From an optimization exercise on the open Yosys and OpenROAD flow, aimed at small area, a short achievable clock period and few clock cycles per item; shortcuts taken in it are not production practice. RTL that was checked went through simulation tests only; none was proved equivalent to the original. For runs 1 to 5, only the layout was checked, not whether the RTL still works. Power is estimated from default activity; no workload was simulated.

[flow/design.v]
module divider(quotient, remainder, done, divisor, dividend, start, clk, rst);
    output reg [31:0] quotient, remainder;
    input [31:0] divisor, dividend;
    input start, clk, rst;
    output done;
    reg        busy, idle, align;
    reg [4:0]  dt, dg;   
    reg [4:0]  sh;       
    reg [31:0] NB;       
    function [4:0] lzc;
        input [31:0] x;
        reg [15:0] v0; reg [15:0] z0;
        reg [7:0]  v1; reg [15:0] z1;
        reg [3:0]  v2; reg [11:0] z2;
        reg [1:0]  v3; reg [7:0]  z3;
        integer i;
        begin
            for (i = 0; i < 16; i = i + 1) begin
                v0[i] = x[2*i+1] | x[2*i];
                z0[i] = ~x[2*i+1];
            end
            for (i = 0; i < 8; i = i + 1) begin
                v1[i] = v0[2*i+1] | v0[2*i];
                z1[2*i +: 2] = v0[2*i+1] ? {1'b0, z0[2*i+1]} : {1'b1, z0[2*i]};
            end
            for (i = 0; i < 4; i = i + 1) begin
                v2[i] = v1[2*i+1] | v1[2*i];
                z2[3*i +: 3] = v1[2*i+1] ? {1'b0, z1[4*i+2 +: 2]} : {1'b1, z1[4*i +: 2]};
            end
            for (i = 0; i < 2; i = i + 1) begin
                v3[i] = v2[2*i+1] | v2[2*i];
                z3[4*i +: 4] = v2[2*i+1] ? {1'b0, z2[6*i+3 +: 3]} : {1'b1, z2[6*i +: 3]};
            end
            lzc = v3[1] ? {1'b0, z3[7:4]} : {1'b1, z3[3:0]};
        end
    endfunction
    function [31:0] smear;
        input [31:0] x;
        integer i;
        begin
            smear = x;
            for (i = 1; i < 32; i = i * 2)
                smear = smear | (smear >> i);
        end
    endfunction
    wire quick = (|(divisor & ~smear(dividend))) | ~(|divisor);
    wire [4:0] bw;                       
    assign bw[0] = 1'b0;
    assign bw[1] = dg[0];
    assign bw[2] = dg[1] | (~dt[1] & dg[0]);
    assign bw[3] = dg[2] | (~dt[2] & dg[1]) | (~dt[2] & ~dt[1] & dg[0]);
    assign bw[4] = dg[3] | (~dt[3] & dg[2]) | (~dt[3] & ~dt[2] & dg[1])
                 | (~dt[3] & ~dt[2] & ~dt[1] & dg[0]);
    wire [4:0] s = dt ^ bw;
    wire [31:0] B1 = s[0] ? {NB[30:0], 1'b1} : NB;
    wire [31:0] B2 = s[1] ? {B1[29:0], 2'b11} : B1;
    wire [31:0] B4 = s[2] ? {B2[27:0], 4'hf} : B2;
    wire [31:0] B8 = s[3] ? {B4[23:0], 8'hff} : B4;
    wire [31:0] Ba = s[4] ? {B8[15:0], 16'hffff} : B8;
    wire [32:0] diff = {1'b0, remainder} - {1'b0, ~NB};
    wire        qbit = ~diff[32];
    wire busy_n = busy ? (align | (sh != 5'd0)) : (start & ~quick);
    assign done = idle;
    always_ff @(posedge clk, negedge rst) begin
        if (~rst) begin
            busy <= 1'b0;
            idle <= 1'b1;
            align <= 1'b0;
        end else begin
            busy <= busy_n;
            idle <= ~busy_n;
            align <= ~busy & start & ~quick;
        end
    end
    always_ff @(posedge clk) begin
        dt <= lzc(divisor) ^ lzc(dividend);      
        dg <= ~lzc(divisor) & lzc(dividend);
        if (busy) begin
            if (align) begin
                NB <= Ba;
                sh <= s;
            end else begin
                NB <= {1'b1, NB[31:1]};
                sh <= sh - 5'd1;
                quotient <= {quotient[30:0], qbit};
                if (qbit) remainder <= diff[31:0];
            end
        end else begin
            NB <= ~divisor;
            if (start) begin
                quotient <= 32'd0;
                remainder <= dividend;
            end
        end
    end
endmodule
[flow/standard.sh]
#!/bin/bash
# synth_recipe.tcl (not shown) runs the flow's synth.tcl, then flattens the netlist and writes it again
# the make line also repeats each setting of config.mk as NAME=value (left out here)
make -C /OpenROAD-flow-scripts/flow DESIGN_CONFIG=/design/flow/config.mk WORK_HOME=/design/flow/orfs CLKGATE_MAP_FILE= SYNTH_SCRIPT=/design/flow/synth_recipe.tcl "${@:-finish}"
[flow/flow/run.sh]
#!/bin/bash
# Own layout flow: the standard synthesis unchanged, then the standard ORFS
# steps with a few extra ORFS settings (flow/extra.mk) appended to config.mk
# after synthesis, so that synthesis is exactly the standard flow's.
set -euo pipefail
here="$(pwd)"
bash standard.sh synth > "$here/log_synth.txt" 2>&1
cat flow/extra.mk >> config.mk
bash standard.sh > "$here/log_layout.txt" 2>&1
[flow/constraint.sdc]
create_clock -name core_clock -period 5.0 [get_ports {clk}]
set_input_delay 1.0000 -clock core_clock [delete_from_list [all_inputs] [get_ports {clk}]]
set_output_delay 1.0000 -clock core_clock [all_outputs]
set_load 0.01 [all_outputs]
[flow/flow/extra.mk]
export BUFFER_PORTS_ARGS = -buffer_cell sky130_fd_sc_hd__buf_1
[flow/config.mk]
export PLATFORM = sky130hd
export DESIGN_NAME = divider
export DESIGN_NICKNAME = divider
export VERILOG_FILES = /design/flow/design.v
export SDC_FILE = /design/flow/constraint.sdc
export NUM_CORES = 4
export LEC_CHECK = 0
export ABC_AREA = 1
export CAP_MARGIN = 20
export CORE_MARGIN = 2
export CORE_UTILIZATION = 40
export CTS_BUF_LIST = sky130_fd_sc_hd__clkbuf_8
export PLACE_DENSITY = 0.6
export SETUP_SLACK_MARGIN = 2.65
export SLEW_MARGIN = 20
export BUFFER_PORTS_ARGS = -buffer_cell sky130_fd_sc_hd__buf_1
==> impl_metrics.env, run 1 <==
export IMPL_finalNetCount=1710
export IMPL_syn_nets=1585
export IMPL_synth_compound_area_share_pct=14.3
export IMPL_num_antenna_cells=0
export IMPL_cts_made_buffers=17
export IMPL_vdd_drop_max_v=0.000417
export IMPL_r2r_start="remainder[23]"
export IMPL_outcome="no timing/DRC/antenna violations"
export IMPL_wire_per_inst_microns=18.7
export IMPL_clock_latency_ns=0.46
export IMPL_place_hpwl_microns=27300
export IMPL_ctsHtreeMaxLevel=4
export IMPL_p_per_area_nw_per_um2=778
export IMPL_synth_xor_area_share_pct=1.29
export IMPL_synthesis_area_sq_um=9490
export IMPL_crit_required_ns=5.19
export IMPL_drive_gt1_share_pct=9.96
export IMPL_worstMarginPinSlew_ns=0.755
export IMPL_path_cells="ha_2 > a21oi_1 > o21ai_0 > nor2_1 > inv_1 > a21oi_2 > nand2_4 > nand2_8 > nand2_8"
export IMPL_hold_violations=0
export IMPL_syn_to_final_growth_pct=17.2
export IMPL_p_leak_nw=5.11
export IMPL_synthSimpleGateAreaFrac_pct=37.0
export IMPL_seq_area_frac_synth_pct=31.5
export IMPL_rsz0062_at_grt="false"
export IMPL_rows=56
export IMPL_slowest_delay_ns=0.47
export IMPL_dieArea_sq_um=25000
export IMPL_synth_top_family_by_area="simple AND/OR/NAND/NOR gates"
export IMPL_reg2reg_slack_ns=2.68
export IMPL_synth_area_per_cell_sq_um=6.42
export IMPL_dpl_cell_area_sq_um=10100
export IMPL_vias=10353
export IMPL_fmax_mhz=431
export IMPL_grt_max_degree=89
export IMPL_skew_ns=0.0204
export IMPL_critPathKind="reg -> reg"
export IMPL_place_congestion=0.933
export IMPL_drt_iter0_drc=1105
export IMPL_setup_ws_ns=2.68
export IMPL_synthArstFlopShare_pct=2.65
export IMPL_start_util_pct=40.5
export IMPL_crit_family="simple AND/OR/NAND/NOR gates"
export IMPL_ant_nets=0
export IMPL_globalRouteOverflowTotal=0
export IMPL_cpMaxStageDelayCell="edfxtp_1"
export IMPL_core_sq_um=23400
export IMPL_track_usage_pct=28.4
export IMPL_layout_min_cycle_time_ns=2.32
export IMPL_clkSinkCount=113
export IMPL_finalMaxSlewViolations=0
export IMPL_min_period_over_period_pct=46.4
export IMPL_slew_headroom_pct=49.6
export IMPL_critical_path_buf_inv_count=1
export IMPL_clk_pin_slew_worst_paths_ns=0.08
export IMPL_dr_pass1_iters=6
export IMPL_synthCells=1478
export IMPL_cts_tree="yes"
export IMPL_endpoint_kind="flip-flop"
export IMPL_remaining_drc_errors=0
export IMPL_synth_fa_ha_area_share_pct=5.35
export IMPL_root_buffer="clkbuf_8"
export IMPL_timing_max_cap_violations=0
export IMPL_muxShareOfSynthArea_pct=0
export IMPL_clockBufferDepth=2
export IMPL_numPortBuffers=131
export IMPL_hp_class="in -> async"
export IMPL_die_h_microns=158
export IMPL_viasPerCell=5.35
export IMPL_grt_first_pass_wirelength_microns=53300
export IMPL_totalWireLength_microns=36100
export IMPL_critPathLaunchType="flip-flop"
export IMPL_post_route_util_pct=47.5
export IMPL_first_global_vias=9249
export IMPL_synth_edff_count=71
export IMPL_yosysWarnings=1
export IMPL_design_area_sq_um=11100
export IMPL_die_width_microns=158
export IMPL_antenna_found_initial=0
export IMPL_place_ws_ns=1.99
export IMPL_fillCellCount=2529
export IMPL_r2r_end="remainder[26]"
export IMPL_cts_hold_buf=0
export IMPL_synth_seq_cells=113
export IMPL_fin_tns_setup_ns=0
export IMPL_io_pins=132
export IMPL_reg2regPathDepth=9
export IMPL_arrival_ns=2.51
export IMPL_setup_violations=0
export IMPL_synth_cell_types=51
export IMPL_synth_ff_type="edfxtp_1"
export IMPL_crit_fanout=8
export IMPL_path_common_cell="nand2_8"
[kinds of logic (layout without fill, tap and decap cells)]
| kind of cell | after synthesis | count (layout) |
|---|---|---|
| xor+xnor | 14 | 14 |
| flops | 113 | 113 |
| buf+inv | 224 | 359 |
| simple gates | 845 | 848 |
| compound gates | 242 | 242 |
| fa+ha+maj | 40 | 40 |
[registers in the layout (all words and copies together), names as in the netlist]
register   flops
NB            32
align          1
busy           1
dg             4
dt             5
idle           1
quotient      32
remainder     32
sh             5
[timing repair]
item                                    CTS  global route
pin swaps                                 8             8
cloned                                    3             1
hold endpoints to repair                  0             0
gates resized for setup                  23            66
buffers inserted                          8             8
endpoints found under the setup margin   96            68
[synth_stat cells, types with 8 or more instances]
library cell | instances | area share [%]
buf_6 | 11 | 1.3
dfxtp_1 | 39 | 8.2
nand2_1 | 550 | 22
buf_4 | 8 | 0.63
buf_2 | 12 | 0.63
o21ai_1 | 31 | 1.6
nand3_1 | 108 | 5.7
a21oi_1 | 81 | 4.3
xnor2_1 | 11 | 1.0
nor2_1 | 126 | 5.0
o211ai_1 | 15 | 1.2
nand2_2 | 9 | 0.59
o221ai_1 | 9 | 0.83
nor3_1 | 10 | 0.53
nand4_1 | 11 | 0.73
inv_1 | 167 | 6.6
clkbuf_1 | 16 | 0.63
o21ai_0 | 80 | 4.2
ha_1 | 39 | 5.1
edfxtp_1 | 71 | 22
[area by class of cell]
type	count	area (sq um)	share of cell area, %
Clock buffer	17	234	2.10
Clock inverter	15	195	1.76
Inverter	174	687	6.18
Multi-Input combinational cell	1144	5910	53.1
Sequential cell	113	3000	27.0
Tap cell	319	399	3.59
Timing Repair Buffer	153	694	6.25
[how the worst max path moves through the flow]
| stage | from | endpoint | slack, ns | depth (start not counted) |
|---|---|---|---|---|
| finish | remainder[23] | remainder[26] | 2.68 | 9 |
| global route | remainder[15] | remainder[24] | 2.60 | 11 |
| CTS | NB[30] | remainder[5] | 2.67 | 11 |
| detailed placement | dividend[11] | dt[0] | 1.99 | 10 |
| global placement | dividend[11] | dt[0] | 1.93 | 10 |
| floorplan | start | quotient[0] | 2.69 | 4 |
[power by group]
group	switching [W]	internal, W
registers	0.000482	0.00172
logic	0.00354	0.00193
clock network	0.000478	0.000508
[routing by layer]
layer	part of all wire, %	up-vias	routed length, microns	GRT usage [%]
met3	8.4	40	3020	4.19
met2	43	502	15700	42.5
met5	0	-	0	0
li1	-	5092	-	-
met4	2.2	0	799	9.48
met1	46	4719	16600	41.7
[through the flow]
| step | cells | hold slack (ns) | power [W] |
|---|---|---|---|
| final | 1935 | 0.386 | 0.00865 |
| after CTS | 1926 | 0.368 | 0.00815 |
| after global placement | 1883 | 0.519 | 0.00686 |
| after global routing | 1935 | 0.380 | 0.00935 |
| after floorplan | 1478 | 0.482 | 0.00549 |
| after detailed placement | 1883 | 0.523 | 0.00689 |
[layout by cell type (no fill, tap or decap), types with 4 or more instances in the layout]
master,instances
nand2_1,538
inv_1,164
buf_1,131
nor2_1,117
nand3_1,107
o21ai_0,78
a21oi_1,76
edfxtp_1,71
dfxtp_1,33
o21ai_1,31
ha_1,20
buf_4,19
nand2_2,18
clkbuf_8,17
o211ai_1,15
ha_4,13
nor2_2,12
nand4_1,11
xnor2_1,11
a21oi_2,9
o221ai_1,9
nor3_1,8
o22ai_1,7
inv_6,7
nand2_8,6
nor2_4,6
ha_2,6
dfxtp_2,5
nand3b_1,5
nand2_4,5
nand3_2,5
o21ai_2,4
==> run 2: changes to the inputs <==
--- a/flow/design.v
+++ b/flow/design.v
@@ -59,7 +59,9 @@
     wire [31:0] Ba = s[4] ? {B8[15:0], 16'hffff} : B8;
     wire [32:0] diff = {1'b0, remainder} - {1'b0, ~NB};
     wire        qbit = ~diff[32];
-    wire busy_n = busy ? (align | (sh != 5'd0)) : (start & ~quick);
+    wire szero = ~(|dt);
+    wire step = busy & (~align | szero);
+    wire busy_n = busy ? (align ? ~szero : (sh != 5'd0)) : (start & ~quick);
     assign done = idle;
     always_ff @(posedge clk, negedge rst) begin
         if (~rst) begin
@@ -75,6 +77,10 @@
     always_ff @(posedge clk) begin
         dt <= lzc(divisor) ^ lzc(dividend);      
         dg <= ~lzc(divisor) & lzc(dividend);
+        if (step) begin
+            quotient <= {quotient[30:0], qbit};
+            if (qbit) remainder <= diff[31:0];
+        end
         if (busy) begin
             if (align) begin
                 NB <= Ba;
@@ -82,8 +88,6 @@
             end else begin
                 NB <= {1'b1, NB[31:1]};
                 sh <= sh - 5'd1;
-                quotient <= {quotient[30:0], qbit};
-                if (qbit) remainder <= diff[31:0];
             end
         end else begin
             NB <= ~divisor;
==> run 2 against run 1 <==
Compared with the run above:
- still clean on timing, DRC and antenna
- global-route usage grew 1.8 points
- core utilization up 2.0 points
- via count is 9.6% higher
- die area is 1.3% higher
- clock skew up 0.0033 ns
- highest routed layer unchanged
==> impl_metrics.env, run 2 <==
export IMPL_yosysTopAreaCellShare_pct=21.5
export IMPL_synthCells=1695
export IMPL_clockBufferDepth=2
export IMPL_layout_commonest_cell="nand2_1"
export IMPL_holdWs_ns=0.341
export IMPL_rsz0062_at_grt="true"
export IMPL_core_sq_um=23500
export IMPL_dr_pass1_iters=6
export IMPL_die_width_microns=159
export IMPL_fmax_mhz=425
export IMPL_synthesis_area_sq_um=9610
export IMPL_critPathLaunchType="input port"
export IMPL_synth_largest_area_cell="nand2_1"
export IMPL_mostFrequentLayoutCells="nand2_1, nor2_1, inv_1"
export IMPL_dieArea_sq_um=25300
export IMPL_finalNetCount=1934
export IMPL_min_period_over_period_pct=47.0
export IMPL_hold_violations=0
export IMPL_track_usage_pct=30.2
export IMPL_ys_top_cells_by_area="nand2_1, dfxtp_1, nor2_1"
export IMPL_arrival_ns=2.68
export IMPL_cts_hold_buf=0
export IMPL_synth_edff_count=7
export IMPL_reg2reg_slack_ns=2.72
export IMPL_totalWireLength_microns=39100
export IMPL_first_global_vias=10292
export IMPL_ctsHtreeMaxLevel=4
export IMPL_endpoint_kind="flip-flop"
export IMPL_clk_pin_slew_worst_paths_ns=0.08
export IMPL_synth_cell_types=48
export IMPL_vdd_drop_max_v=0.000392
export IMPL_clock_latency_ns=0.47
export IMPL_clkSinkCount=113
export IMPL_timing_max_cap_violations=0
export IMPL_outcome="no timing/DRC/antenna violations"
export IMPL_multi_input_area_sq_um=6690
export IMPL_yosysWarnings=1
export IMPL_cts_made_buffers=17
export IMPL_root_buffer="clkbuf_8"
export IMPL_crit_required_ns=5.32
export IMPL_remaining_drc_errors=0
export IMPL_p_leak_nw=5.60
export IMPL_drt_iter0_drc=1200
export IMPL_grt_max_degree=61
export IMPL_antenna_found_initial=0
export IMPL_p_per_area_nw_per_um2=825
export IMPL_synthArstFlopShare_pct=2.65
export IMPL_die_h_microns=159
export IMPL_synth_seq_cells=113
export IMPL_syn_to_final_growth_pct=21.3
export IMPL_numPortBuffers=131
export IMPL_hp_class="in -> async"
export IMPL_critPathKind="in -> reg"
export IMPL_drive_gt1_share_pct=11.6
export IMPL_synth_commonest_cells="nand2_1, nor2_1, inv_1, o21ai_0, dfxtp_1"
export IMPL_rows=56
export IMPL_vias=11348
export IMPL_ant_nets=0
export IMPL_wire_per_inst_microns=18.1
export IMPL_start_util_pct=40.8
export IMPL_skew_ns=0.0236
export IMPL_globalRouteOverflowTotal=0
export IMPL_layout_min_cycle_time_ns=2.35
export IMPL_place_congestion=0.958
export IMPL_place_hpwl_microns=29500
export IMPL_cts_tree="yes"
export IMPL_finalMaxSlewViolations=0
export IMPL_reg_top3="NB: 32 flops, quotient: 32 flops, remainder: 32 flops"
export IMPL_worstMarginPinSlew_ns=0.625
export IMPL_io_pins=132
export IMPL_viasPerCell=5.25
export IMPL_synth_area_per_cell_sq_um=5.67
export IMPL_setup_violations=0
export IMPL_crit_fanout=4
export IMPL_seq_area_frac_synth_pct=24.4
export IMPL_post_synth_top_count_cell="nand2_1"
export IMPL_register_area_sq_um=2390
export IMPL_fillCellCount=2606
export IMPL_grt_first_pass_wirelength_microns=59500
export IMPL_fin_tns_setup_ns=0
export IMPL_synth_ff_type="dfxtp_1"
export IMPL_slew_headroom_pct=58.3
export IMPL_syn_nets=1802
## run 2: cell count changes after synthesis, moves of 9 or more
| cell | delta |
|---|---|
| o21ai_1 | -24 |
| dfxtp_1 | +64 |
| clkbuf_1 | +21 |
| edfxtp_1 | -64 |
| a31oi_1 | +17 |
| nand3_1 | -15 |
| nor2_1 | +116 |
| inv_1 | +59 |
| xnor2_1 | -9 |
| a21oi_1 | -20 |
| mux2i_1 | +9 |
| o21ai_0 | +65 |
| xor2_1 | +11 |
## run 2: layer usage
metal / part of all wire, % / vias up / GRT usage (%) / wire length (microns)
li1: - / 5651 / - / -
met1: 45 / 5065 / 42.0 / 17500
met2: 41 / 568 / 44.7 / 16100
met3: 11 / 64 / 8.73 / 4340
met4: 3.0 / 0 / 10.1 / 1180
met5: 0 / - / 0 / 0
## run 2: cell type report
cell class              instances  area share, %
diodes                          1         0.0215
clock buffers                  19           2.24
clock inverters                13           1.48
inverters                     236           7.81
multi-input cells            1292           57.3
flip-flops and latches        113           20.5
well taps                     319           3.42
repair buffers                165           7.07
repair inverters                2          0.107
## run 2: critical path: stages
cell and delay, ns:
buf_1 0.12, nor2_1 0.24, inv_1 0.11, nor2_2 0.22
inv_1 0.10, o21ai_0 0.30, nand3_1 0.11, nand2_1 0.09
nor2_1 0.04, nand3_1 0.21, o21ai_0 0.13
## run 2: repair_timing
action                                  in CTS  in global routing
gates cloned                                 5                  3
setup buffers                               13                 10
gates resized for setup                     36                110
pin swaps                                    6                 17
endpoints found under the setup margin     102                100
endpoints found under the hold margin        0                  0
## run 2: report_power, final
| group | leakage [nW] | internal, W | total, W | switching (W) |
|---|---|---|---|---|
| logic | 4.41 | 0.00240 | 0.00659 | 0.00420 |
| clock network | 0.218 | 0.000528 | 0.000995 | 0.000467 |
| registers | 0.971 | 0.00143 | 0.00203 | 0.000603 |
## run 2: stage by stage
stage	cells	total power, W	utilization (%)	instance area, sq um	setup slack (ns)
2_1_floorplan	1695	0.00598	-	9610	2.76
3_3_place_gp	2096	0.00752	43.8	10300	1.93
3_5_place_dp	2096	0.00754	43.8	10300	1.95
4_1_cts	2146	0.00899	47.1	11100	2.62
5_1_grt	2159	0.0105	49.5	11700	2.62
6_report	2160	0.00962	49.5	11700	2.65
## run 2: cell families after synthesis
| logic type | Yosys count | share of synthesized area (%) |
|---|---|---|
| muxes | 9 | 0.937 |
| DFF | 113 | 24.4 |
| xor gates and xnor gates | 16 | 1.46 |
| AOI/OAI and AO/OA | 272 | 15.5 |
| adders and majority gates | 40 | 5.28 |
| and+or+nand+nor | 950 | 40.3 |
| buffers and inverters | 295 | 12.1 |
## run 2: path summary, 6_finish.rpt
path | to | cells after the start | startpoint
min in group core_clock | quotient[30] | 2 | quotient[29]
hold reg to reg | quotient[30] | 2 | quotient[29]
max in group asynchronous | idle | 1 | rst
setup reg to reg | remainder[24] | 14 | NB[27]
setup / recovery | busy | 11 | dividend[7]
hold / removal | busy | 1 | rst
==> run 3: changes to the inputs <==
--- a/flow/config.mk
+++ b/flow/config.mk
@@ -11,6 +11,6 @@
 export CORE_UTILIZATION = 40
 export CTS_BUF_LIST = sky130_fd_sc_hd__clkbuf_8
 export PLACE_DENSITY = 0.6
-export SETUP_SLACK_MARGIN = 2.65
+export SETUP_SLACK_MARGIN = 2.6
 export SLEW_MARGIN = 20
 export BUFFER_PORTS_ARGS = -buffer_cell sky130_fd_sc_hd__buf_1
==> run 3 against run 2 <==
Compared with the run above:
- still clean on timing, DRC and antenna
- maximum frequency grew 1.4%
- core utilization down 1.5 points
- setup slack better by 0.033 ns
- die area unchanged
- combinational power down 4.9%
- critical path depth did not move
- global-route usage hardly changed
- synthesized area stayed put
- non-clock buffer count is 9 lower
- clock power about the same
- critical endpoint unchanged
- largest power group unchanged
==> impl_metrics.env, run 3 <==
export IMPL_setup_violations=0
export IMPL_critPathKind="in -> reg"
export IMPL_worstMarginPinSlew_ns=0.680
export IMPL_crit_fanout=4
export IMPL_clockBufferDepth=2
export IMPL_drt_iter0_drc=1120
export IMPL_synth_edff_count=7
export IMPL_antenna_found_initial=0
export IMPL_rows=56
export IMPL_ys_top_cells_by_area="nand2_1, dfxtp_1, nor2_1"
export IMPL_holdWs_ns=0.334
export IMPL_timing_max_cap_violations=0
export IMPL_synth_commonest_cells="nand2_1, nor2_1, inv_1, o21ai_0, dfxtp_1"
export IMPL_skew_ns=0.0220
export IMPL_multi_input_area_sq_um=6460
export IMPL_routed_wl_met2_microns=15900
export IMPL_rsz0062_at_grt="false"
export IMPL_clock_power_share_pct=10.8
export IMPL_reg2regPathDepth=12
export IMPL_r2r_start="dt[1]"
export IMPL_first_global_vias=10281
export IMPL_path_cells="buf_1 > nor2_1 > inv_1 > nor2_2 > inv_1 > o21ai_0 > nand3_1 > nand2_1 > nor2_1 > nand3_1 > o21ai_0"
export IMPL_io_pins=132
export IMPL_drive_gt1_share_pct=8.63
export IMPL_synthCells=1695
export IMPL_syn_nets=1802
export IMPL_synth_ff_type="dfxtp_1"
export IMPL_yosysTopAreaCellShare_pct=21.5
export IMPL_post_synth_top_count_cell="nand2_1"
export IMPL_synthesis_area_sq_um=9610
export IMPL_reg2reg_slack_ns=2.69
export IMPL_finalNetCount=1924
export IMPL_slew_headroom_pct=54.6
export IMPL_reg_top3="NB: 32 flops, quotient: 32 flops, remainder: 32 flops"
export IMPL_hp_class="in -> async"
export IMPL_dr_pass1_iters=6
export IMPL_cts_hold_buf=0
export IMPL_yosysWarnings=1
export IMPL_p_sw_w=0.00513
export IMPL_cts_tree="yes"
export IMPL_cts_made_buffers=17
export IMPL_synth_largest_area_cell="nand2_1"
export IMPL_fmax_mhz=431
export IMPL_place_congestion=0.958
export IMPL_die_h_microns=159
export IMPL_m1WireLength_microns=17500
export IMPL_die_width_microns=159
export IMPL_synth_cell_types=48
export IMPL_fillCellCount=2670
export IMPL_p_int_w=0.00410
export IMPL_layout_commonest_cell="nand2_1"
export IMPL_seq_area_frac_synth_pct=24.4
export IMPL_p_sw_share_pct=55.6
export IMPL_globalRouteOverflowTotal=0
export IMPL_fin_tns_setup_ns=0
export IMPL_numPortBuffers=131
export IMPL_slowest_delay_ns=0.28
export IMPL_clock_latency_ns=0.47
export IMPL_wire_per_inst_microns=18.0
export IMPL_crit_required_ns=5.33
export IMPL_min_period_over_period_pct=46.4
export IMPL_p_leak_nw=5.51
export IMPL_synth_area_per_cell_sq_um=5.67
export IMPL_synthArstFlopShare_pct=2.65
export IMPL_synth_seq_cells=113
export IMPL_hold_violations=0
export IMPL_design_area_sq_um=11300
export IMPL_r2r_end="NB[30]"
export IMPL_root_buffer="clkbuf_8"
export IMPL_core_sq_um=23500
export IMPL_route_met3_wl_microns=4050
export IMPL_arrival_ns=2.65
export IMPL_p_per_area_nw_per_um2=817
export IMPL_viasPerCell=5.26
export IMPL_outcome="no timing/DRC/antenna violations"
export IMPL_place_hpwl_microns=29500
export IMPL_clk_pin_slew_worst_paths_ns=0.08
export IMPL_totalWireLength_microns=38700
export IMPL_top_layer="met4"
export IMPL_critPathLaunchType="input port"
export IMPL_track_usage_pct=30.2
export IMPL_ctsHtreeMaxLevel=4
export IMPL_dieArea_sq_um=25300
export IMPL_vias=11296
export IMPL_syn_to_final_growth_pct=17.6
export IMPL_dpl_cell_area_sq_um=10300
export IMPL_grt_first_pass_wirelength_microns=59400
export IMPL_start_util_pct=40.8
export IMPL_register_area_sq_um=2360
export IMPL_crit_family="simple AND/OR/NAND/NOR gates"
export IMPL_cpMaxStageDelayCell="o21ai_0"
export IMPL_grt_max_degree=61
export IMPL_remaining_drc_errors=0
export IMPL_ant_nets=0
export IMPL_finalMaxSlewViolations=0
export IMPL_num_antenna_cells=0
export IMPL_endpoint_kind="flip-flop"
export IMPL_seqPwrFrac_pct=21.3
export IMPL_clkSinkCount=113
export IMPL_critical_path_buf_inv_count=3
export IMPL_pwr_share_comb_pct=67.9
export IMPL_mostFrequentLayoutCells="nand2_1, nor2_1, inv_1"
export IMPL_layout_min_cycle_time_ns=2.32
export IMPL_vdd_drop_max_v=0.000429
## run 3: cell type report
type	count	share of cell area, %
inverters	236	8.06
clock inverters	13	1.53
clock buffers	19	2.31
repair inverters	1	0.0664
flip-flops and latches	113	20.9
repair buffers	156	6.43
multi-input cells	1292	57.2
well taps	319	3.53
## run 3: what timing repair did
item	4_1_cts	5_1_grt
resized for setup	31	55
endpoints found under the setup margin	99	78
buffers inserted	10	5
cloned	5	1
pin swaps	5	9
## run 3: metrics by stage
| step | total power (W) | utilization (%) | std cells | worst slack, ns |
|---|---|---|---|---|
| floorplan | 0.00598 | - | 1695 | 2.76 |
| global placement | 0.00752 | 43.8 | 2096 | 1.93 |
| detailed placement | 0.00754 | 43.8 | 2096 | 1.95 |
| CTS | 0.00893 | 46.9 | 2143 | 2.56 |
| global route | 0.0101 | 48.0 | 2149 | 2.57 |
| finish | 0.00923 | 48.0 | 2149 | 2.68 |
## run 3: how the worst max path moves through the flow
stage            startpoint       endpoint  slack [ns]  depth (start not counted)
5_1_grt                busy  remainder[24]        2.57                          7
6_report        dividend[7]           busy        2.68                         11
3_3_place_gp          dt[1]         NB[30]        1.93                         12
3_5_place_dp          dt[1]          NB[3]        1.95                         11
4_1_cts               dt[1]          NB[3]        2.56                         11
2_1_floorplan  dividend[15]          dt[2]        2.76                          8
## run 3: worst reg2reg max path, cell delays in order (launching register included)
cell	delay (ns)
dfxtp_1	0.33
inv_2	0.08
ha_4	0.17
nor2_1	0.15
xor2_2	0.16
buf_6	0.27
inv_4	0.22
nand2_1	0.12
o21ai_1	0.10
o21ai_2	0.23
o21ai_0	0.11
nand2_1	0.07
nand2_1	0.06
## run 3: kinds of logic (layout without fill, tap and decap cells)
family                     count (synthesis)  count (layout)  synth area share, %
AOI/OAI and AO/OA                        272             272                 15.5
adders and majority gates                 40              40                 5.28
buffers and inverters                    295             425                 12.1
xor gates and xnor gates                  16              16                 1.46
DFF                                      113             113                 24.4
muxes                                      9               9                0.937
and+or+nand+nor                          950             955                 40.3
## run 3: power groups by stage
| stage | clock network [W] | registers [W] | logic (W) |
|---|---|---|---|
| floorplan | 0 | 0.00181 | 0.00417 |
| global placement | 0 | 0.00193 | 0.00559 |
| detailed placement | 0 | 0.00193 | 0.00561 |
| CTS | 0.00100 | 0.00193 | 0.00601 |
| global route | 0.00104 | 0.00201 | 0.00709 |
| finish | 0.000996 | 0.00196 | 0.00627 |
## run 3: routing by layer
metal	global-route usage [%]	up-vias
li1	-	5616
met1	42.0	5062
met2	44.8	558
met3	8.60	60
met4	9.83	0
met5	0	-
==> run 4: changes to the inputs <==
--- a/flow/design.v
+++ b/flow/design.v
@@ -34,16 +34,25 @@
             lzc = v3[1] ? {1'b0, z3[7:4]} : {1'b1, z3[3:0]};
         end
     endfunction
-    function [31:0] smear;
-        input [31:0] x;
-        integer i;
+    function longer4;
+        input [31:0] x, y;       
+        reg [7:0] nx, ny;
+        reg above;               
+        integer j;
         begin
-            smear = x;
-            for (i = 1; i < 32; i = i * 2)
-                smear = smear | (smear >> i);
+            for (j = 0; j < 8; j = j + 1) begin
+                nx[j] = |x[4*j +: 4];
+                ny[j] = |y[4*j +: 4];
+            end
+            longer4 = 1'b0;
+            above = 1'b0;
+            for (j = 7; j >= 0; j = j - 1) begin
+                above = above | nx[j];
+                longer4 = longer4 | (ny[j] & ~above);
+            end
         end
     endfunction
-    wire quick = (|(divisor & ~smear(dividend))) | ~(|divisor);
+    wire quick = longer4(dividend, divisor) | ~(|divisor);
     wire [4:0] bw;                       
     assign bw[0] = 1'b0;
     assign bw[1] = dg[0];
@@ -52,6 +61,9 @@
     assign bw[4] = dg[3] | (~dt[3] & dg[2]) | (~dt[3] & ~dt[2] & dg[1])
                  | (~dt[3] & ~dt[2] & ~dt[1] & dg[0]);
     wire [4:0] s = dt ^ bw;
+    wire       neg = dg[4] | (~dt[4] & dg[3]) | (~dt[4] & ~dt[3] & dg[2])
+                   | (~dt[4] & ~dt[3] & ~dt[2] & dg[1])
+                   | (~dt[4] & ~dt[3] & ~dt[2] & ~dt[1] & dg[0]);
     wire [31:0] B1 = s[0] ? {NB[30:0], 1'b1} : NB;
     wire [31:0] B2 = s[1] ? {B1[29:0], 2'b11} : B1;
     wire [31:0] B4 = s[2] ? {B2[27:0], 4'hf} : B2;
@@ -61,7 +73,7 @@
     wire        qbit = ~diff[32];
     wire szero = ~(|dt);
     wire step = busy & (~align | szero);
-    wire busy_n = busy ? (align ? ~szero : (sh != 5'd0)) : (start & ~quick);
+    wire busy_n = busy ? (align ? ~(neg | szero) : (sh != 5'd0)) : (start & ~quick);
     assign done = idle;
     always_ff @(posedge clk, negedge rst) begin
         if (~rst) begin
==> run 4 against run 3 <==
Compared with the run above:
- maximum frequency fell by 0.15%
- setup slack got worse by 0.0036 ns
- critical path type is now reg -> reg
- still clean on timing, DRC and antenna
- critical path depth did not move
- sequential power barely moved
- via count fell by 4.1%
- critical endpoint is now NB[9]
- power rose by 1.2%
- first-iteration DRC count fell by 14%
- worst hold slack improved by 0.041 ns
==> impl_metrics.env, run 4 <==
export IMPL_min_period_over_period_pct=46.4
export IMPL_slew_headroom_pct=40.0
export IMPL_fin_tns_setup_ns=0
export IMPL_reg2reg_slack_ns=2.68
export IMPL_endpoint_kind="flip-flop"
export IMPL_grt_max_degree=60
export IMPL_synth_area_per_cell_sq_um=5.72
export IMPL_syn_nets=1747
export IMPL_hp_class="in -> async"
export IMPL_remaining_drc_errors=0
export IMPL_core_sq_um=23300
export IMPL_rsz0062_at_grt="true"
export IMPL_design_area_sq_um=11200
export IMPL_ctsHtreeMaxLevel=4
export IMPL_synthCells=1639
export IMPL_synth_cell_types=48
export IMPL_root_buffer="clkbuf_8"
export IMPL_die_width_microns=157
export IMPL_numPortBuffers=131
export IMPL_hold_violations=0
export IMPL_vias=10834
export IMPL_dieArea_sq_um=24700
export IMPL_critPathLaunchType="flip-flop"
export IMPL_dr_pass1_iters=6
export IMPL_skew_ns=0.0159
export IMPL_dpl_cell_area_sq_um=10100
export IMPL_crit_family="compound AO/OA/AOI/OAI gates"
export IMPL_layout_commonest_cell="nand2_1"
export IMPL_place_hpwl_microns=27400
export IMPL_first_global_vias=9799
export IMPL_wire_per_inst_microns=17.4
export IMPL_synth_edff_count=7
export IMPL_io_pins=132
export IMPL_r2r_end="NB[9]"
export IMPL_cts_hold_buf=0
export IMPL_arrival_ns=2.70
export IMPL_p_per_area_nw_per_um2=835
export IMPL_seq_area_frac_synth_pct=25.2
export IMPL_crit_fanout=9
export IMPL_ant_nets=0
export IMPL_slowest_delay_ns=0.40
export IMPL_finalNetCount=1885
export IMPL_reg2regPathDepth=11
export IMPL_cts_tree="yes"
export IMPL_clkSinkCount=114
export IMPL_worstSetupPathDepth=11
export IMPL_timing_max_cap_violations=0
export IMPL_die_h_microns=157
export IMPL_layout_min_cycle_time_ns=2.32
export IMPL_reg_top3="NB: 32 flops, quotient: 32 flops, remainder: 32 flops"
export IMPL_synth_ff_type="dfxtp_1"
export IMPL_p_leak_nw=5.54
export IMPL_place_congestion=0.995
export IMPL_antenna_found_initial=0
export IMPL_synth_commonest_cells="nand2_1, inv_1, nor2_1, o21ai_0, dfxtp_1"
export IMPL_crit_required_ns=5.38
export IMPL_synth_seq_cells=114
export IMPL_outcome="no timing/DRC/antenna violations"
export IMPL_clock_latency_ns=0.47
export IMPL_vdd_drop_max_v=0.000464
export IMPL_synth_largest_area_cell="dfxtp_1"
export IMPL_setup_violations=0
export IMPL_viasPerCell=5.14
export IMPL_power_w=0.00934
export IMPL_syn_to_final_growth_pct=19.3
export IMPL_critical_path_buf_inv_count=3
export IMPL_path_cells="inv_1 > ha_4 > buf_12 > buf_4 > o21ai_0 > nand2_1 > o21ai_0 > nand2_1 > nand3_1 > o21ai_0 > a21boi_0"
export IMPL_critPathKind="reg -> reg"
export IMPL_fmax_mhz=431
export IMPL_num_antenna_cells=0
export IMPL_synthArstFlopShare_pct=2.63
export IMPL_r2r_start="dt[1]"
export IMPL_path_common_cell="o21ai_0"
export IMPL_cpMaxStageDelayCell="o21ai_0"
export IMPL_totalWireLength_microns=36600
export IMPL_clockBufferDepth=2
export IMPL_finalMaxSlewViolations=0
export IMPL_ys_top_cells_by_area="dfxtp_1, nand2_1, inv_1"
export IMPL_yosysTopAreaCellShare_pct=22.2
export IMPL_post_synth_top_count_cell="nand2_1"
export IMPL_yosysWarnings=1
export IMPL_worstMarginPinSlew_ns=0.899
export IMPL_drt_iter0_drc=962
export IMPL_synthesis_area_sq_um=9380
export IMPL_globalRouteOverflowTotal=0
export IMPL_cts_made_buffers=17
export IMPL_grt_first_pass_wirelength_microns=55400
export IMPL_rows=56
export IMPL_clk_pin_slew_worst_paths_ns=0.08
export IMPL_mostFrequentLayoutCells="nand2_1, inv_1, nor2_1"
export IMPL_start_util_pct=40.3
export IMPL_drive_gt1_share_pct=10.3
export IMPL_track_usage_pct=29.7
## run 4: cell types whose count changed in the layout (fill, tap and decap cells not counted), moves of 7 or more
cell     change
nand2_1     -39
dfxtp_2      +8
o22ai_1     -11
or2_2        +9
a31oi_1     -11
buf_4       +11
a21oi_1      +7
dfxtp_1      -7
nor2_1      -13
## run 4: final cells by class
class                      instances  area (sq um)
clock buffer                      18           248
clock inverter                    13           163
fill                            2578         12100
inverter                         237           907
multi-input combinational       1232          6180
sequential                       114          2390
tap                              319           399
timing repair buffer             169           860
timing repair inverter             6          45.0
## run 4: worst max path at each step
stage / startpoint / endpoint
2_1_floorplan: divisor[7] / dt[1]
3_3_place_gp: dt[1] / NB[7]
3_5_place_dp: NB[0] / remainder[10]
4_1_cts: dt[1] / NB[7]
5_1_grt: NB[0] / remainder[3]
6_report: dt[1] / NB[9]
## run 4: per-stage QoR
stage	util, %	hold slack (ns)	instances	setup WS [ns]
floorplan	-	0.501	1639	2.66
global placement	43.2	0.477	2037	2.12
detailed placement	43.2	0.484	2037	2.12
CTS	46.3	0.361	2090	2.60
global route	48.1	0.368	2108	2.57
finish	48.1	0.375	2108	2.68
## run 4: cells by family after synthesis
logic type                 synth area share [%]
buffers and inverters                      12.5
adders and majority gates                  5.55
muxes                                     0.320
DFF                                        25.2
and+or+nand+nor                            39.7
xor gates and xnor gates                   1.21
AOI/OAI and AO/OA                          15.5
## run 4: worst reg2reg max path: stages, from the launching register on
cell,delay [ns]
dfxtp_1,0.31
inv_1,0.12
ha_4,0.24
buf_12,0.15
buf_4,0.16
o21ai_0,0.40
nand2_1,0.10
o21ai_0,0.15
nand2_1,0.08
nand3_1,0.22
o21ai_0,0.15
a21boi_0,0.17
## run 4: layer usage
| metal | GRT usage, % | share of wire [%] |
|---|---|---|
| met1 | 40.6 | 45 |
| met2 | 45.9 | 43 |
| met3 | 7.16 | 9.2 |
| met4 | 10.3 | 2.8 |
| met5 | 0 | 0 |
## run 4: repair_timing
action	CTS	global route
gates resized for setup	35	74
setup endpoints to repair	97	103
gates cloned	9	2
buffers inserted	13	16
pin swaps	3	10
## run 4: power by group
group / internal [W] / switching [W] / total [W]
logic: 0.00226 / 0.00414 / 0.00640
clock network: 0.000504 / 0.000465 / 0.000969
registers: 0.00142 / 0.000552 / 0.00197
==> run 5: changes to the inputs <==
--- a/flow/config.mk
+++ b/flow/config.mk
@@ -11,6 +11,6 @@
 export CORE_UTILIZATION = 40
 export CTS_BUF_LIST = sky130_fd_sc_hd__clkbuf_8
 export PLACE_DENSITY = 0.6
-export SETUP_SLACK_MARGIN = 2.6
+export SETUP_SLACK_MARGIN = 2.65
 export SLEW_MARGIN = 20
 export BUFFER_PORTS_ARGS = -buffer_cell sky130_fd_sc_hd__buf_1
==> run 5 against run 4 <==
Compared with the run above:
- power is 0.50% higher
- clock power hardly changed
- die area stayed put
- worst hold slack hardly changed
- critical path depth is 2 higher
- still clean
- register-to-register slack better by 0.05 ns
- via count is 0.87% higher
- largest cell class unchanged
- combinational power is 0.8% higher
- wire length is 2.4% higher
==> impl_metrics.env, run 5 <==
export IMPL_first_global_vias=9782
export IMPL_fin_tns_setup_ns=0
export IMPL_slew_headroom_pct=55.2
export IMPL_skew_ns=0.0142
export IMPL_dr_pass1_iters=6
export IMPL_dieArea_sq_um=24700
export IMPL_worstMarginPinSlew_ns=0.671
export IMPL_synth_cell_types=48
export IMPL_final_cells=2116
export IMPL_finalMaxSlewViolations=0
export IMPL_p_per_area_nw_per_um2=832
export IMPL_critPathKind="reg -> reg"
export IMPL_synth_largest_area_cell="dfxtp_1"
export IMPL_grt_first_pass_wirelength_microns=55300
export IMPL_synthesis_area_sq_um=9380
export IMPL_syn_nets=1747
export IMPL_layout_min_cycle_time_ns=2.27
export IMPL_power_w=0.00939
export IMPL_finalNetCount=1893
export IMPL_layout_commonest_cell="nand2_1"
export IMPL_globalRouteOverflowTotal=0
export IMPL_post_synth_top_count_cell="nand2_1"
export IMPL_crit_fanout=20
export IMPL_place_inst=2037
export IMPL_synth_ff_type="dfxtp_1"
export IMPL_yosysWarnings=1
export IMPL_totalWireLength_microns=37500
export IMPL_vias=10928
export IMPL_clk_pin_slew_worst_paths_ns=0.08
export IMPL_rows=56
export IMPL_antenna_found_initial=0
export IMPL_fmax_mhz=440
export IMPL_numPortBuffers=131
export IMPL_critPathLaunchType="flip-flop"
export IMPL_die_width_microns=157
export IMPL_root_buffer="clkbuf_8"
export IMPL_yosysTopAreaCellShare_pct=22.2
export IMPL_cts_tree="yes"
export IMPL_setup_ws_ns=2.73
export IMPL_ys_top_cells_by_area="dfxtp_1, nand2_1, inv_1"
export IMPL_remaining_drc_errors=0
export IMPL_synthArstFlopShare_pct=2.63
export IMPL_drt_iter0_drc=919
export IMPL_endpoint_kind="flip-flop"
export IMPL_die_h_microns=157
export IMPL_num_antenna_cells=0
export IMPL_hp_class="in -> async"
export IMPL_synth_edff_count=7
export IMPL_clock_latency_ns=0.47
export IMPL_cts_made_buffers=17
export IMPL_synth_seq_cells=114
export IMPL_timing_max_cap_violations=0
export IMPL_ctsHtreeMaxLevel=4
export IMPL_viasPerCell=5.16
export IMPL_io_pins=132
export IMPL_outcome="no timing/DRC/antenna violations"
export IMPL_synthCells=1639
export IMPL_arrival_ns=2.65
export IMPL_path_cells="inv_1 > ha_4 > nor2_1 > nand2_1 > nand2_2 > buf_12 > clkinvlp_4 > buf_4 > o21ai_1 > nand2_1 > nand3_1 > o21ai_0 > a22oi_1"
export IMPL_core_sq_um=23300
export IMPL_rsz0062_at_grt="true"
export IMPL_seq_area_frac_synth_pct=25.2
export IMPL_synth_area_per_cell_sq_um=5.72
export IMPL_synth_commonest_cells="nand2_1, inv_1, nor2_1, o21ai_0, dfxtp_1"
export IMPL_reg_top3="NB: 32 flops, quotient: 32 flops, remainder: 32 flops"
export IMPL_min_period_over_period_pct=45.5
export IMPL_track_usage_pct=29.7
export IMPL_setup_violations=0
export IMPL_p_leak_nw=5.58
export IMPL_drive_gt1_share_pct=10.8
export IMPL_place_congestion=0.995
export IMPL_clockBufferDepth=2
export IMPL_ant_nets=0
export IMPL_place_ws_ns=2.12
export IMPL_grt_max_degree=60
export IMPL_hold_violations=0
export IMPL_mostFrequentLayoutCells="nand2_1, inv_1, nor2_1"
export IMPL_start_util_pct=40.3
export IMPL_place_hpwl_microns=27400
export IMPL_cpMaxStageDelayCell="dfxtp_1"
export IMPL_fillCellCount=2579
export IMPL_vdd_drop_max_v=0.000453
export IMPL_slowest_delay_ns=0.32
export IMPL_wire_per_inst_microns=17.7
export IMPL_syn_to_final_growth_pct=20.3
export IMPL_path_common_cell="nand2_1"
export IMPL_crit_required_ns=5.38
export IMPL_clkSinkCount=114
run 5: changes by cell type in the layout (fill, tap and decap cells not counted), sizes merged:
cell	previous run	this run
buf	168	172
inv	236	235
nand2	523	526
clkinvlp	13	14
clkbuf	19	20
run 5: logic make-up after synthesis:
kind of cell | count (synthesis) | share of synthesized area (%)
buf+inv | 297 | 12.5
mux | 3 | 0.320
simple gates | 906 | 39.7
compound gates | 265 | 15.5
xor+xnor | 13 | 1.21
flops | 114 | 25.2
fa+ha+maj | 41 | 5.55
run 5: critical path: cells and delay by family (launching register included):
kind	cells	cell delay, ns
simple gates	5	0.58
fa+ha+maj	1	0.17
flops	1	0.32
compound gates	3	0.49
buf+inv	4	0.64
run 5: area by class of cell:
class / instances / area, sq um / area share [%]
clock buffer: 18 / 248 / 2.20
clock inverter: 13 / 163 / 1.44
inverter: 237 / 911 / 8.07
multi-input combinational: 1235 / 6230 / 55.2
sequential: 114 / 2390 / 21.2
tap: 319 / 399 / 3.54
timing repair buffer: 174 / 906 / 8.03
timing repair inverter: 6 / 45.0 / 0.399
run 5: stage by stage:
step | hold WS (ns) | util (%) | area, sq um
floorplan | 0.501 | - | 9380
global placement | 0.477 | 43.2 | 10100
detailed placement | 0.484 | 43.2 | 10100
CTS | 0.361 | 46.3 | 10800
global route | 0.368 | 48.5 | 11300
finish | 0.376 | 48.5 | 11300
run 5: final timing paths:
path                                   start           end  slack [ns]  depth (start not counted)
worst max register to register         dt[1]        NB[13]        2.73                         13
max in group asynchronous                rst          idle        4.36                          1
min in group core_clock         remainder[0]  remainder[0]        0.49                          2
worst min-delay path                     rst          busy        0.38                          1
worst max-delay path                   dt[1]        NB[13]        2.73                         13
worst min register to register  remainder[0]  remainder[0]        0.49                          2
run 5: power by group:
group | switching, W | total (W) | internal, W
Combinational | 0.00421 | 0.00645 | 0.00223
Clock | 0.000465 | 0.000969 | 0.000504
Sequential | 0.000550 | 0.00197 | 0.00142
Total | 0.00523 | 0.00939 | 0.00416
run 5: routing by layer:
layer / global-route usage [%] / vias up / wire length (microns)
met3: 7.43 / 73 / 3550
met4: 10.5 / 0 / 1260
met5: 0 / - / 0
li1: - / 5479 / -
met2: 45.6 / 505 / 15900
met1: 40.4 / 4871 / 16800
run 5: timing repair:
action / CTS / global route
pin swaps: 4 / 13
gates resized for setup: 40 / 75
gates cloned: 9 / 6
hold buffers: 0 / 0
setup endpoints to repair: 97 / 105
setup buffers: 11 / 22
==> run 6: changes to the inputs <==
--- a/flow/design.v
+++ b/flow/design.v
@@ -71,9 +71,7 @@
     wire [31:0] Ba = s[4] ? {B8[15:0], 16'hffff} : B8;
     wire [32:0] diff = {1'b0, remainder} - {1'b0, ~NB};
     wire        qbit = ~diff[32];
-    wire szero = ~(|dt);
-    wire step = busy & (~align | szero);
-    wire busy_n = busy ? (align ? ~(neg | szero) : (sh != 5'd0)) : (start & ~quick);
+    wire busy_n = busy ? (align ? ~neg : (sh != 5'd0)) : (start & ~quick);
     assign done = idle;
     always_ff @(posedge clk, negedge rst) begin
         if (~rst) begin
@@ -89,10 +87,6 @@
     always_ff @(posedge clk) begin
         dt <= lzc(divisor) ^ lzc(dividend);      
         dg <= ~lzc(divisor) & lzc(dividend);
-        if (step) begin
-            quotient <= {quotient[30:0], qbit};
-            if (qbit) remainder <= diff[31:0];
-        end
         if (busy) begin
             if (align) begin
                 NB <= Ba;
@@ -100,6 +94,8 @@
             end else begin
                 NB <= {1'b1, NB[31:1]};
                 sh <= sh - 5'd1;
+                quotient <= {quotient[30:0], qbit};
+                if (qbit) remainder <= diff[31:0];
             end
         end else begin
             NB <= ~divisor;
==> run 6 against run 5 <==
Compared with the run above:
- still clean
- non-clock buffer count down 27
- worst hold slack lost 0.040 ns
- global-route usage shrank 3.2 points
- die area is 1.5% higher
- clock skew increased by 0.0066 ns
- via count shrank 5.2%
- synthesized area rose by 1.5%
- core utilization decreased by 0.67 points
- final area shrank 0.79%
- sequential share of layout area grew 5.8 points
- power shrank 2.8%
- critical path type unchanged
- largest power group unchanged
==> impl_metrics.env, run 6 <==
export IMPL_globalRouteOverflowTotal=0
export IMPL_drive_gt1_share_pct=7.79
export IMPL_layout_min_cycle_time_ns=2.26
export IMPL_slew_headroom_pct=55.3
export IMPL_place_hpwl_microns=25600
export IMPL_start_util_pct=40.7
export IMPL_drt_iter0_drc=1107
export IMPL_ys_top_cells_by_area="nand2_1, edfxtp_1, nand3_1"
export IMPL_die_h_microns=158
export IMPL_grt_first_pass_wirelength_microns=50300
export IMPL_hold_violations=0
export IMPL_r2r_start="remainder[0]"
export IMPL_r2r_end="remainder[14]"
export IMPL_path_common_cell="nand2_2"
export IMPL_wire_per_inst_microns=16.9
export IMPL_fmax_mhz=443
export IMPL_clockBufferDepth=2
export IMPL_power_w=0.00913
export IMPL_hp_class="in -> async"
export IMPL_clock_latency_ns=0.48
export IMPL_worstMarginPinSlew_ns=0.670
export IMPL_synth_commonest_cells="nand2_1, inv_1, nand3_1, nor2_1, edfxtp_1"
export IMPL_endpoint_kind="flip-flop"
export IMPL_dieArea_sq_um=25100
export IMPL_p_leak_nw=5.61
export IMPL_crit_required_ns=5.19
export IMPL_seq_area_frac_synth_pct=31.6
export IMPL_rows=56
export IMPL_post_synth_top_count_cell="nand2_1"
export IMPL_setup_ws_ns=2.74
export IMPL_totalWireLength_microns=33600
export IMPL_dpl_cell_area_sq_um=10200
export IMPL_syn_nets=1649
export IMPL_rsz0062_at_grt="true"
export IMPL_clk_pin_slew_worst_paths_ns=0.09
export IMPL_reg_top3="NB: 32 flops, quotient: 32 flops, remainder: 32 flops"
export IMPL_io_pins=132
export IMPL_setup_violations=0
export IMPL_skew_ns=0.0208
export IMPL_cpMaxStageDelayCell="edfxtp_1"
export IMPL_synth_cell_types=43
export IMPL_syn_to_final_growth_pct=17.6
export IMPL_fillCellCount=2492
export IMPL_slowest_delay_ns=0.39
export IMPL_ant_nets=0
export IMPL_reg2regPathDepth=13
export IMPL_synth_edff_count=71
export IMPL_path_cells="inv_1 > ha_1 > inv_2 > fa_2 > nand3_2 > nand3_4 > nand2_2 > nand2_2 > nand2_2 > nand2_4 > or2_2 > nand3_1 > o21ai_0"
export IMPL_antenna_found_initial=0
export IMPL_synth_largest_area_cell="nand2_1"
export IMPL_layout_commonest_cell="nand2_1"
export IMPL_critical_path_buf_inv_count=2
export IMPL_synth_area_per_cell_sq_um=6.18
export IMPL_crit_fanout=4
export IMPL_min_period_over_period_pct=45.2
export IMPL_place_congestion=0.922
export IMPL_num_antenna_cells=0
export IMPL_outcome="no timing/DRC/antenna violations"
export IMPL_cts_tree="yes"
export IMPL_ctsHtreeMaxLevel=4
export IMPL_remaining_drc_errors=0
export IMPL_p_per_area_nw_per_um2=815
export IMPL_post_route_util_pct=47.8
export IMPL_mostFrequentLayoutCells="nand2_1, inv_1, nand3_1"
export IMPL_root_buffer="clkbuf_8"
export IMPL_die_width_microns=158
export IMPL_finalNetCount=1763
export IMPL_numPortBuffers=131
export IMPL_fin_tns_setup_ns=0
export IMPL_arrival_ns=2.45
export IMPL_vias=10357
export IMPL_cts_made_buffers=17
export IMPL_core_sq_um=23400
export IMPL_design_area_sq_um=11200
export IMPL_vdd_drop_max_v=0.000375
export IMPL_synthesis_area_sq_um=9520
export IMPL_dr_pass1_iters=7
export IMPL_clkSinkCount=114
export IMPL_synthArstFlopShare_pct=2.63
export IMPL_crit_family="simple AND/OR/NAND/NOR gates"
export IMPL_synthCells=1541
export IMPL_critPathLaunchType="flip-flop"
export IMPL_grt_max_degree=103
export IMPL_cts_hold_buf=0
export IMPL_first_global_vias=9030
export IMPL_timing_max_cap_violations=0
export IMPL_yosysTopAreaCellShare_pct=24.1
export IMPL_synth_ff_type="edfxtp_1"
export IMPL_synth_seq_cells=114
export IMPL_track_usage_pct=26.5
export IMPL_finalMaxSlewViolations=0
export IMPL_viasPerCell=5.21
export IMPL_place_ws_ns=2.24
export IMPL_reg2reg_slack_ns=2.74
export IMPL_yosysWarnings=1
export IMPL_critPathKind="reg -> reg"
==> run 6: how the worst max path moves through the flow <==
| stage | start | end | slack (ns) | depth (start not counted) |
|---|---|---|---|---|
| global placement | divisor[31] | idle | 2.28 | 8 |
| floorplan | remainder[0] | remainder[0] | 2.68 | 14 |
| global route | remainder[12] | remainder[13] | 2.64 | 10 |
| finish | remainder[0] | remainder[14] | 2.74 | 13 |
| detailed placement | divisor[31] | busy | 2.24 | 9 |
| CTS | NB[7] | remainder[18] | 2.64 | 11 |
==> run 6: routing by layer <==
| metal | track usage [%] | share of wire (%) | up-vias |
|---|---|---|---|
| met5 | 0 | 0 | - |
| met4 | 9.31 | 2.9 | 0 |
| met3 | 5.14 | 8.8 | 48 |
| met2 | 39.5 | 42 | 505 |
| met1 | 38.1 | 46 | 4628 |
| li1 | - | - | 5176 |
==> run 6: repair_timing <==
action                                  in CTS  in global routing
pin swaps                                    3                  4
setup buffers                                5                  6
endpoints found under the setup margin     103                109
endpoints found under the hold margin        0                  0
gates resized for setup                     28                 65
cloned                                       3                  0
==> run 6: cell families after synthesis <==
kind of cell    synth area share (%)
simple gates                    39.8
buf+inv                         12.2
compound gates                  10.0
flops                           31.6
fa+ha+maj                       5.47
xor+xnor                       0.920
==> run 6: per-stage QoR <==
stage / hold WS, ns / std cells
after CTS: 0.326 / 1981
after floorplan: 0.499 / 1541
final: 0.336 / 1987
after detailed placement: 0.519 / 1941
after global routing: 0.328 / 1987
after global placement: 0.515 / 1941
==> run 6: power breakdown <==
part	internal, W	switching, W
Combinational	0.00202	0.00375
Clock	0.000612	0.000482
Sequential	0.00172	0.000542
==> run 6: cell type report <==
class	instances	area [sq um]	area share, %
inverters	229	882	7.88
clock buffers	17	234	2.09
repair buffers	147	639	5.71
well taps	319	399	3.57
clock inverters	15	245	2.19
flip-flops and latches	114	3020	27.0
multi-input cells	1146	5770	51.6
Testbench counts of run 6, summed over its fixed seeds: cycles 15,277, items 2,048.
==> run 7: changes to the inputs <==
--- a/flow/config.mk
+++ b/flow/config.mk
@@ -11,6 +11,6 @@
 export CORE_UTILIZATION = 40
 export CTS_BUF_LIST = sky130_fd_sc_hd__clkbuf_8
 export PLACE_DENSITY = 0.6
-export SETUP_SLACK_MARGIN = 2.65
+export SETUP_SLACK_MARGIN = 2.55
 export SLEW_MARGIN = 20
 export BUFFER_PORTS_ARGS = -buffer_cell sky130_fd_sc_hd__buf_1
==> run 7 against run 6 <==
Compared with the run above:
- flip-flop and latch count did not move
- non-clock buffer count down 4
- synthesized cell count did not move
- wire length fell by 1.6%
- final area is 3.5% lower
- synthesized area unchanged
- final cell count fell by 0.20%
- die area did not move
- first-iteration DRC count is 0.18% higher
- worst hold slack got worse by 0.0080 ns
- critical path type unchanged
==> impl_metrics.env, run 7 <==
export IMPL_synthesis_area_sq_um=9520
export IMPL_p_per_area_nw_per_um2=789
export IMPL_post_synth_top_count_cell="nand2_1"
export IMPL_critPathKind="reg -> reg"
export IMPL_finalNetCount=1759
export IMPL_clkSinkCount=114
export IMPL_endpoint_kind="flip-flop"
export IMPL_hold_violations=0
export IMPL_globalRouteOverflowTotal=0
export IMPL_seq_area_frac_synth_pct=31.6
export IMPL_synth_seq_cells=114
export IMPL_vdd_drop_max_v=0.000523
export IMPL_synth_edff_count=71
export IMPL_setup_ws_ns=2.63
export IMPL_numPortBuffers=131
export IMPL_synthCells=1541
export IMPL_fillCellCount=2581
export IMPL_cts_hold_buf=0
export IMPL_antenna_found_initial=1
export IMPL_mostFrequentLayoutCells="nand2_1, inv_1, nand3_1"
export IMPL_remaining_drc_errors=0
export IMPL_crit_fanout=4
export IMPL_clock_latency_ns=0.47
export IMPL_syn_nets=1649
export IMPL_fin_tns_setup_ns=0
export IMPL_timing_max_cap_violations=0
export IMPL_viasPerCell=5.21
export IMPL_slew_headroom_pct=37.3
export IMPL_multi_input_area_sq_um=5580
export IMPL_synth_largest_area_cell="nand2_1"
export IMPL_clockBufferDepth=2
export IMPL_first_global_vias=9340
export IMPL_crit_required_ns=5.20
export IMPL_io_pins=132
export IMPL_layout_min_cycle_time_ns=2.37
export IMPL_power_w=0.00853
export IMPL_design_area_sq_um=10800
export IMPL_r2r_end="remainder[12]"
export IMPL_skew_ns=0.0169
export IMPL_reg2regPathDepth=9
export IMPL_min_period_over_period_pct=47.4
export IMPL_cpMaxStageDelayCell="dfxtp_1"
export IMPL_yosysWarnings=1
export IMPL_drive_gt1_share_pct=5.71
export IMPL_m1WireLength_microns=15000
export IMPL_top_layer="met5"
export IMPL_rsz0062_at_grt="true"
export IMPL_r2r_start="NB[10]"
export IMPL_root_buffer="clkbuf_8"
export IMPL_synth_commonest_cells="nand2_1, inv_1, nand3_1, nor2_1, edfxtp_1"
export IMPL_syn_to_final_growth_pct=13.5
export IMPL_outcome="no timing/DRC/antenna violations"
export IMPL_path_cells="ha_1 > nand2_1 > inv_1 > a21oi_2 > nand3_2 > buf_4 > or2_2 > nand3_1 > o21ai_0"
export IMPL_die_h_microns=158
export IMPL_reg_top3="NB: 32 flops, quotient: 32 flops, remainder: 32 flops"
export IMPL_start_util_pct=40.7
export IMPL_ys_top_cells_by_area="nand2_1, edfxtp_1, nand3_1"
export IMPL_synth_cell_types=43
export IMPL_reg2reg_slack_ns=2.63
export IMPL_worstMarginPinSlew_ns=0.938
export IMPL_dr_pass1_iters=6
export IMPL_dieArea_sq_um=25100
export IMPL_fmax_mhz=422
export IMPL_grt_first_pass_wirelength_microns=50200
export IMPL_synth_area_per_cell_sq_um=6.18
export IMPL_dpl_cell_area_sq_um=10200
export IMPL_p_leak_nw=5.49
export IMPL_clk_pin_slew_worst_paths_ns=0.09
export IMPL_vias=10329
export IMPL_synth_ff_type="edfxtp_1"
export IMPL_hp_class="in -> async"
export IMPL_drt_iter0_drc=1109
export IMPL_rows=56
export IMPL_num_antenna_cells=0
export IMPL_core_sq_um=23400
export IMPL_routed_wl_met2_microns=13900
export IMPL_yosysTopAreaCellShare_pct=24.1
export IMPL_cts_made_buffers=17
export IMPL_track_usage_pct=26.3
export IMPL_cts_tree="yes"
export IMPL_setup_violations=0
export IMPL_arrival_ns=2.57
export IMPL_place_ws_ns=2.16
export IMPL_place_hpwl_microns=25100
export IMPL_synthArstFlopShare_pct=2.63
export IMPL_totalWireLength_microns=33000
export IMPL_register_area_sq_um=3020
export IMPL_route_met3_wl_microns=3070
export IMPL_ant_nets=0
export IMPL_die_width_microns=158
export IMPL_critPathLaunchType="flip-flop"
export IMPL_finalMaxSlewViolations=0
export IMPL_grt_max_degree=103
export IMPL_layout_commonest_cell="nand2_1"
export IMPL_slowest_delay_ns=0.49
export IMPL_place_congestion=0.944
export IMPL_ctsHtreeMaxLevel=4
export IMPL_wire_per_inst_microns=16.6
run 7: cell counts after synthesis:
No cell type changed its count.
run 7: cell families (layout without fill, tap and decap cells):
group,after synthesis,count (layout),share of synthesized area (%)
xor+xnor,10,10,0.920
fa+ha+maj,41,41,5.47
compound gates,172,172,10.0
simple gates,920,923,39.8
flops,114,114,31.6
buf+inv,284,404,12.2
run 7: critical path, delay by kind of cell (launching register included):
| family | cells | cell delay [ns] |
|---|---|---|
| and+or+nand+nor | 4 | 0.69 |
| AOI/OAI and AO/OA | 2 | 0.34 |
| DFF | 1 | 0.49 |
| adders and majority gates | 1 | 0.35 |
| buffers and inverters | 2 | 0.24 |
run 7: metal layers:
metal,global-route usage [%],vias up
met5,0,-
met4,8.92,2
met2,40.5,482
met1,37.0,4612
met3,4.87,61
li1,-,5172
run 7: how the worst max path moves through the flow:
| stage | startpoint | end | slack [ns] | cells past startpoint |
|---|---|---|---|---|
| after detailed placement | remainder[0] | remainder[27] | 2.16 | 14 |
| after floorplan | remainder[0] | remainder[0] | 2.59 | 14 |
| after global routing | remainder[11] | remainder[17] | 2.54 | 10 |
| after CTS | remainder[18] | remainder[3] | 2.56 | 11 |
| after global placement | divisor[31] | busy | 2.20 | 9 |
| final | NB[10] | remainder[12] | 2.63 | 9 |
run 7: area by class of cell:
type | count | area share (%)
inverter | 229 | 8.10
multi-input combinational | 1146 | 51.6
sequential | 114 | 27.9
timing repair buffer | 143 | 5.52
clock inverter | 15 | 1.01
clock buffer | 17 | 2.16
tap | 319 | 3.69
run 7: repair_timing:
action                                  4_1_cts  5_1_grt
gates cloned                                  3        0
gates resized for setup                      18       35
setup buffers                                 5        2
pin swaps                                     4        3
endpoints found under the setup margin       62       96
run 7: power by group:
group          switching [W]  internal [W]
Combinational        0.00368       0.00185
Sequential          0.000480       0.00172
Clock               0.000462      0.000344
run 7: per-stage QoR:
| stage | hold slack (ns) | util [%] | cells |
|---|---|---|---|
| 2_1_floorplan | 0.499 | - | 1541 |
| 3_3_place_gp | 0.516 | 43.4 | 1941 |
| 3_5_place_dp | 0.515 | 43.4 | 1941 |
| 4_1_cts | 0.328 | 45.5 | 1981 |
| 5_1_grt | 0.329 | 46.2 | 1983 |
| 6_report | 0.328 | 46.2 | 1983 |
==> run 8: changes to the inputs <==
--- a/flow/config.mk
+++ b/flow/config.mk
@@ -11,6 +11,6 @@
 export CORE_UTILIZATION = 40
 export CTS_BUF_LIST = sky130_fd_sc_hd__clkbuf_8
 export PLACE_DENSITY = 0.6
-export SETUP_SLACK_MARGIN = 2.55
+export SETUP_SLACK_MARGIN = 2.6
 export SLEW_MARGIN = 20
 export BUFFER_PORTS_ARGS = -buffer_cell sky130_fd_sc_hd__buf_1
==> run 8 against run 7 <==
Compared with the run above:
- still clean
- critical path depth grew 3
- synthesized area did not move
- via count fell by 0.41%
- global-route usage is 0.087 points higher
- non-clock buffer count decreased by 1
- critical path type unchanged
- largest cell class unchanged
- highest routed layer is now met4
==> impl_metrics.env, run 8 <==
export IMPL_outcome="no timing/DRC/antenna violations"
export IMPL_post_synth_top_count_cell="nand2_1"
export IMPL_worstMarginPinSlew_ns=0.972
export IMPL_syn_nets=1649
export IMPL_grt_max_degree=103
export IMPL_cts_tree="yes"
export IMPL_synthesis_area_sq_um=9520
export IMPL_hp_class="in -> async"
export IMPL_finalMaxSlewViolations=0
export IMPL_fmax_mhz=426
export IMPL_drt_iter0_drc=960
export IMPL_place_ws_ns=2.24
export IMPL_clkSinkCount=114
export IMPL_clk_pin_slew_worst_paths_ns=0.09
export IMPL_setup_ws_ns=2.65
export IMPL_clockBufferDepth=2
export IMPL_yosysTopAreaCellShare_pct=24.1
export IMPL_timing_max_cap_violations=0
export IMPL_dieArea_sq_um=25100
export IMPL_slew_headroom_pct=35.0
export IMPL_p_per_area_nw_per_um2=799
export IMPL_core_sq_um=23400
export IMPL_totalWireLength_microns=33400
export IMPL_critPathKind="reg -> reg"
export IMPL_syn_to_final_growth_pct=14.9
export IMPL_layout_min_cycle_time_ns=2.35
export IMPL_layout_commonest_cell="nand2_1"
export IMPL_min_period_over_period_pct=46.9
export IMPL_synth_commonest_cells="nand2_1, inv_1, nand3_1, nor2_1, edfxtp_1"
export IMPL_die_width_microns=158
export IMPL_start_util_pct=40.7
export IMPL_synth_edff_count=71
export IMPL_synth_seq_cells=114
export IMPL_wire_per_inst_microns=16.8
export IMPL_hold_violations=0
export IMPL_remaining_drc_errors=0
export IMPL_seq_area_frac_synth_pct=31.6
export IMPL_crit_fanout=4
export IMPL_track_usage_pct=26.4
export IMPL_die_h_microns=158
export IMPL_globalRouteOverflowTotal=0
export IMPL_cts_hold_buf=0
export IMPL_p_leak_nw=5.53
export IMPL_multi_input_area_sq_um=5680
export IMPL_finalNetCount=1758
export IMPL_yosysWarnings=1
export IMPL_synthCells=1541
export IMPL_skew_ns=0.0152
export IMPL_place_hpwl_microns=25600
## run 8: area by class of cell
| cell class | count | area share (%) |
|---|---|---|
| Multi-Input combinational cell | 1146 | 51.9 |
| Sequential cell | 114 | 27.6 |
| Inverter | 229 | 7.95 |
| Timing Repair Buffer | 142 | 5.37 |
| Tap cell | 319 | 3.65 |
| Clock buffer | 17 | 2.14 |
| Clock inverter | 15 | 1.35 |
| Antenna cell | 1 | 0.0229 |
## run 8: final timing paths
kind,startpoint,to,cells after the start
worst max-delay path,remainder[0],remainder[12],12
worst max register to register,remainder[0],remainder[12],12
worst min register to register,quotient[11],quotient[12],2
max in group asynchronous,rst,idle,1
worst min-delay path,rst,busy,1
min in group core_clock,quotient[11],quotient[12],2
## run 8: through the flow
stage | util, % | cell area [sq um] | hold WS, ns | instances | total power, W
CTS | 45.8 | 10700 | 0.330 | 1981 | 0.00842
floorplan | - | 9540 | 0.499 | 1541 | 0.00581
global route | 46.7 | 10900 | 0.333 | 1982 | 0.00951
finish | 46.8 | 10900 | 0.339 | 1983 | 0.00874
global placement | 43.5 | 10200 | 0.513 | 1941 | 0.00726
detailed placement | 43.5 | 10200 | 0.519 | 1941 | 0.00732
## run 8: power by group
part | internal, W | switching [W] | total [W] | leakage (nW)
registers | 0.00172 | 0.000509 | 0.00223 | 1.08
logic | 0.00190 | 0.00372 | 0.00562 | 4.25
clock network | 0.000407 | 0.000478 | 0.000884 | 0.198
## run 8: what timing repair did
action	CTS	global route
gates resized for setup	20	56
pin swaps	3	7
cloned	3	0
endpoints found under the setup margin	99	98
buffers inserted	5	1
## run 8: critical path: stages, from the launching register on
cell and delay, ns:
edfxtp_1 0.41, inv_1 0.08, ha_2 0.17, inv_2 0.06, fa_2 0.37, nand3_2 0.11
nand3_4 0.10, nand3_2 0.08, nand3_2 0.07, buf_4 0.16, or2_2 0.27, nand3_1 0.09
o21ai_0 0.11
## run 8: routing by layer
layer | track usage [%] | share of wire, % | up-vias | routed length (microns)
li1 | - | - | 5161 | -
met1 | 37.8 | 48 | 4648 | 16000
met2 | 40.4 | 42 | 414 | 14100
met3 | 3.65 | 6.6 | 64 | 2210
met4 | 9.65 | 3.2 | 0 | 1050
met5 | 0 | 0 | - | 0
## run 8: cell families (layout without fill, tap and decap cells)
kind of cell    count (synthesis)  in the layout  share of synthesized area, %
buf+inv                       284            403                          12.2
other cells                     0              1                             0
simple gates                  920            923                          39.8
compound gates                172            172                          10.0
flops                         114            114                          31.6
xor+xnor                       10             10                         0.920
fa+ha+maj                      41             41                          5.47

Re-timed with assumed drivers on the ports (clkbuf_16 on the clock, buf_2 on other inputs), run 8 has 2.653 ns of setup slack against 2.653 ns with ideal ports, and 2.296 ns once port delays also move by the mid clock arrival of 0.491 ns.
